Background: an optimization exercise with open tools, aiming at small area. Do not read the settings as production practice.
Only simulation tests tie the RTL to the original design; equivalence was not proved.

// chen_cordic
module chen_cordic #(
    parameter ROTATE_TYPE = "ROTATE",
    parameter DATABITS = 17,
    parameter ITERATIONS = 16
)(
    input clk,
    input rst_n,
    input Validin,
    input signed [DATABITS-1:0] Xin,
    input signed [DATABITS-1:0] Yin,
    input signed [17:0] Ain,
    output Validout,
    output signed [DATABITS-1:0] Xout,
    output signed [DATABITS-1:0] Yout,
    output signed [17:0] Aout
);
==> flow/config.mk <==
export PLATFORM = sky130hd
export DESIGN_NAME = chen_cordic
export DESIGN_NICKNAME = chen_cordic
export VERILOG_FILES = /design/flow/design.v
export SDC_FILE = /design/flow/constraint.sdc
export NUM_CORES = 4
export LEC_CHECK = 0
export CAP_MARGIN = 8
export CORE_MARGIN = 2
export CORE_UTILIZATION = 70
export CTS_BUF_LIST = sky130_fd_sc_hd__clkbuf_8
export CTS_CLUSTER_DIAMETER = 60
export CTS_CLUSTER_SIZE = 20
export SLEW_MARGIN = 8
export SYNTH_HIERARCHICAL = 1
export SYNTH_MINIMUM_KEEP_SIZE = 0
==> flow/constraint.sdc <==
create_clock -name core_clock -period 6.5 [get_ports {clk}]
set_input_delay 1.3000 -clock core_clock [delete_from_list [all_inputs] [get_ports {clk}]]
set_output_delay 1.3000 -clock core_clock [all_outputs]
set_load 0.01 [all_outputs]
standard.sh (not shown) runs the stock make flow with config.mk's settings and CLKGATE_MAP_FILE= SYNTH_SCRIPT=/design/flow/synth_recipe.tcl, a recipe that flattens the netlist after the stock synthesis.
==> flow/flow/run.sh <==
#!/bin/bash
# The standard layout (the standard.sh, all steps), with one change: the buffer that
# placement puts on every input and output port is a plain sky130_fd_sc_hd__buf_1 instead of
# the cell buffer_ports picks by itself (a 10 um2 delay buffer). Every port still gets its buffer.
set -euo pipefail
export BUFFER_PORTS_ARGS="-buffer_cell sky130_fd_sc_hd__buf_1"
bash standard.sh > standard.log 2>&1
Rerun with:
--- a/flow/config.mk
+++ b/flow/config.mk
@@ -7,3 +7,3 @@
 export LEC_CHECK = 0
-export CAP_MARGIN = 8
+export CAP_MARGIN = 0
 export CORE_MARGIN = 2
@@ -13,3 +13,3 @@
 export CTS_CLUSTER_SIZE = 20
-export SLEW_MARGIN = 8
+export SLEW_MARGIN = 0
 export SYNTH_HIERARCHICAL = 1
Result:
- routed wire length does not change
- worst hold slack is unchanged
- cell area does not change
- worst setup slack is unchanged
Rerun with:
--- a/flow/config.mk
+++ b/flow/config.mk
@@ -7,3 +7,3 @@
 export LEC_CHECK = 0
-export CAP_MARGIN = 0
+export CAP_MARGIN = 20
 export CORE_MARGIN = 2
@@ -13,3 +13,4 @@
 export CTS_CLUSTER_SIZE = 20
-export SLEW_MARGIN = 0
+export GPL_TIMING_DRIVEN = 0
+export SLEW_MARGIN = 20
 export SYNTH_HIERARCHICAL = 1
After rerunning:
- fmax drops by 0.58%
- sequential share of layout area drops by 0.76 points
- cell area climbs by 2.4%
- wire length climbs by 4.0%
- core utilization climbs by 1.8 points
- die area does not change
- first-iteration DRC count climbs by 12%
- worst setup slack degrades by 0.037 ns
- area after synthesis does not change
Rerun with:
--- a/flow/config.mk
+++ b/flow/config.mk
@@ -13,3 +13,2 @@
 export CTS_CLUSTER_SIZE = 20
-export GPL_TIMING_DRIVEN = 0
 export SLEW_MARGIN = 20
- via count decreases by 2.5%
- routed wire length decreases by 3.8%
- worst hold slack improves by 0.012 ns
- global-route usage decreases by 0.50 points
- die area is unchanged
- sequential share of layout area increases by 0.76 points
- final cell count decreases by about 2.1%


## build 52
chen_cordic, a different RTL version from the one above (not shown whole).
Size in the first run: about 2400 cells after synthesis, about 110 I/O pins, ~0.034 mm^2 of cells after synthesis.
## chen_cordic
module chen_cordic #(
    parameter ROTATE_TYPE = "ROTATE",
    parameter DATABITS = 17,
    parameter ITERATIONS = 16
)(
    input clk,
    input rst_n,
    input Validin,
    input signed [DATABITS-1:0] Xin,
    input signed [DATABITS-1:0] Yin,
    input signed [17:0] Ain,
    output Validout,
    output signed [DATABITS-1:0] Xout,
    output signed [DATABITS-1:0] Yout,
    output signed [17:0] Aout
);
    function hi_; input [17:0] v; hi_ = $signed(v) > 18'sd51471; endfunction
    function lo_; input [17:0] v; lo_ = $signed(v) < -18'sd51471; endfunction
    function hp_; input [17:0] v; hp_ = $signed(v) >= 18'sd102943; endfunction
    function [15:0] a1_; input [17:0] v; input hi, lo, p0;
        reg [17:0] c0;
        begin
            c0 = hi ? (p0 ? -18'sd102943-18'sd25736 : -18'sd102943+18'sd25736) : lo ? (18'sd102943-18'sd25736) : v[17] ? 18'sd25736 : -18'sd25736;
            a1_ = v + c0;
        end
    endfunction
    function [10:0] trunc11_; input [11:0] v; trunc11_ = v[10:0]; endfunction
    function [11:0] trunc12_; input [12:0] v; trunc12_ = v[11:0]; endfunction
    function [12:0] trunc13_; input [13:0] v; trunc13_ = v[12:0]; endfunction
    function [13:0] trunc14_; input [14:0] v; trunc14_ = v[13:0]; endfunction
    function [14:0] trunc15_; input [15:0] v; trunc15_ = v[14:0]; endfunction
    reg [13:1] vld;
    always @(posedge clk)
        if (!rst_n) vld <= 0;
        else vld <= {vld[12:1], Validin};
    assign Validout = vld[13];
    wire [3:0] n4_w;
    wire [1:0] n5_w;
    wire [15:0] n6_w;
    wire n7_y;
    wire [14:0] n8_w;
    wire n9_y;
    wire [13:0] n10_w;
    wire n11_y;
    wire [12:0] n12_w;
    wire n13_y;
    wire [11:0] n14_w;
    wire n15_y;
    wire n16_y;
    wire n17_s;
    wire n17_c;
    wire n18_y;
    wire n19_s;
  ...
export LEC_CHECK = 0
export CAP_MARGIN = 20
export CORE_MARGIN = 2
export CORE_UTILIZATION = 70
export CTS_BUF_LIST = sky130_fd_sc_hd__clkbuf_8
export CTS_CLUSTER_DIAMETER = 60
export CTS_CLUSTER_SIZE = 20
export SLEW_MARGIN = 20
export SYNTH_HIERARCHICAL = 1
export SYNTH_MINIMUM_KEEP_SIZE = 0
create_clock -name core_clock -period 6.5 [get_ports {clk}]
Scripts as last shown in full above: flow/flow/run.sh
Having completed the whole flow, build 52 delivered a layout that passed the timing, DRC and antenna checks.
Input-level comparison between build 82 and build 52:
-- flow/config.mk --
<<< build 52, line 9
export CORE_MARGIN = 2
export CORE_UTILIZATION = 70
export CTS_BUF_LIST = sky130_fd_sc_hd__clkbuf_8
export CTS_CLUSTER_DIAMETER = 60
export CTS_CLUSTER_SIZE = 20
export SLEW_MARGIN = 20
>>> build 82, line 9
export CORE_MARGIN = 2
export CORE_UTILIZATION = 55
export CTS_BUF_LIST = sky130_fd_sc_hd__clkbuf_16
export CTS_CLUSTER_DIAMETER = 80
export CTS_CLUSTER_SIZE = 32
export SLEW_MARGIN = 20
==> comparison <==
Build 82 ended with every stage complete and zero timing, DRC or antenna violations. Comparing build 52 and build 82, register-to-register slack is higher on build 82. Compared build 82 vs build 52, and critical path depth is up in build 82. Build 82 vs build 52, global-route usage went down by 4.5 points.
#### Input delta (build 17 over build 82)
-- flow/config.mk --
<<< build 82, line 10
export CORE_UTILIZATION = 55
export CTS_BUF_LIST = sky130_fd_sc_hd__clkbuf_16
export CTS_CLUSTER_DIAMETER = 80
export CTS_CLUSTER_SIZE = 32
export SLEW_MARGIN = 20
>>> build 17, line 10
export CORE_UTILIZATION = 55
export CTS_BUF_LIST = sky130_fd_sc_hd__clkbuf_8
export CTS_CLUSTER_DIAMETER = 60
export CTS_CLUSTER_SIZE = 20
export SLEW_MARGIN = 20
Results
Per the comparison of build 17 with build 82, global-route usage held steady; global-route wire length before repair held steady; post-detailed-routing wire length grew by about 1.1%; register-to-register slack held steady.
Across both runs, worst path setup slack after routing was higher for build 17 than for build 82.
Compare build 82 and build 17 | count of non-filler cells in the finished layout higher: build 17

-- afterwards: timing with drivers on the ports --
No port has a modelled driver above. Below, the same layouts with a new extraction and two added sets of constraints. Step 1: set_driving_cell puts a clkbuf_16 on clk and a buf_2 on each other input, an assumption about the parent block. Step 2 adds t to the input delays and takes it off the output delays; t is the mean of the earliest and latest rising clock arrival at the registers after step 1. Input paths then give back, and output paths get back, about the clock's delay inside the block. Three values: ideal ports, drivers, drivers and shift; two values: the first two.
| run | shift t [ns] | slack for setup (ns) | worst slew at a driven data input, ns |
|---|---|---|---|
| the first run of note 1 | 0.706 | 0.134 / 0.134 / 0.134 | 0.04 |
| the second run of note 1 | 0.706 | 0.134 / 0.134 / 0.134 | 0.04 |
| the third run of note 1 | 0.708 | 0.096 / 0.096 / -0.305 | 0.04 |
| the fourth run of note 1 | 0.706 | 0.134 / 0.134 / 0.134 | 0.04 |
| build 52 | 0.722 | 0.120 / 0.120 / 0.120 | 0.04 |
| build 82 | 0.630 | 0.164 / 0.164 / 0.164 | 0.04 |
| build 17 | 0.708 | 0.178 / 0.178 / 0.178 | 0.04 |
With both steps, setup timing fails in the third run of note 1, where it was met with ideal ports. For the third run of note 1, which loses most, drivers alone change the setup slack by 0.000 ns; drivers and shift together by -0.401 ns.
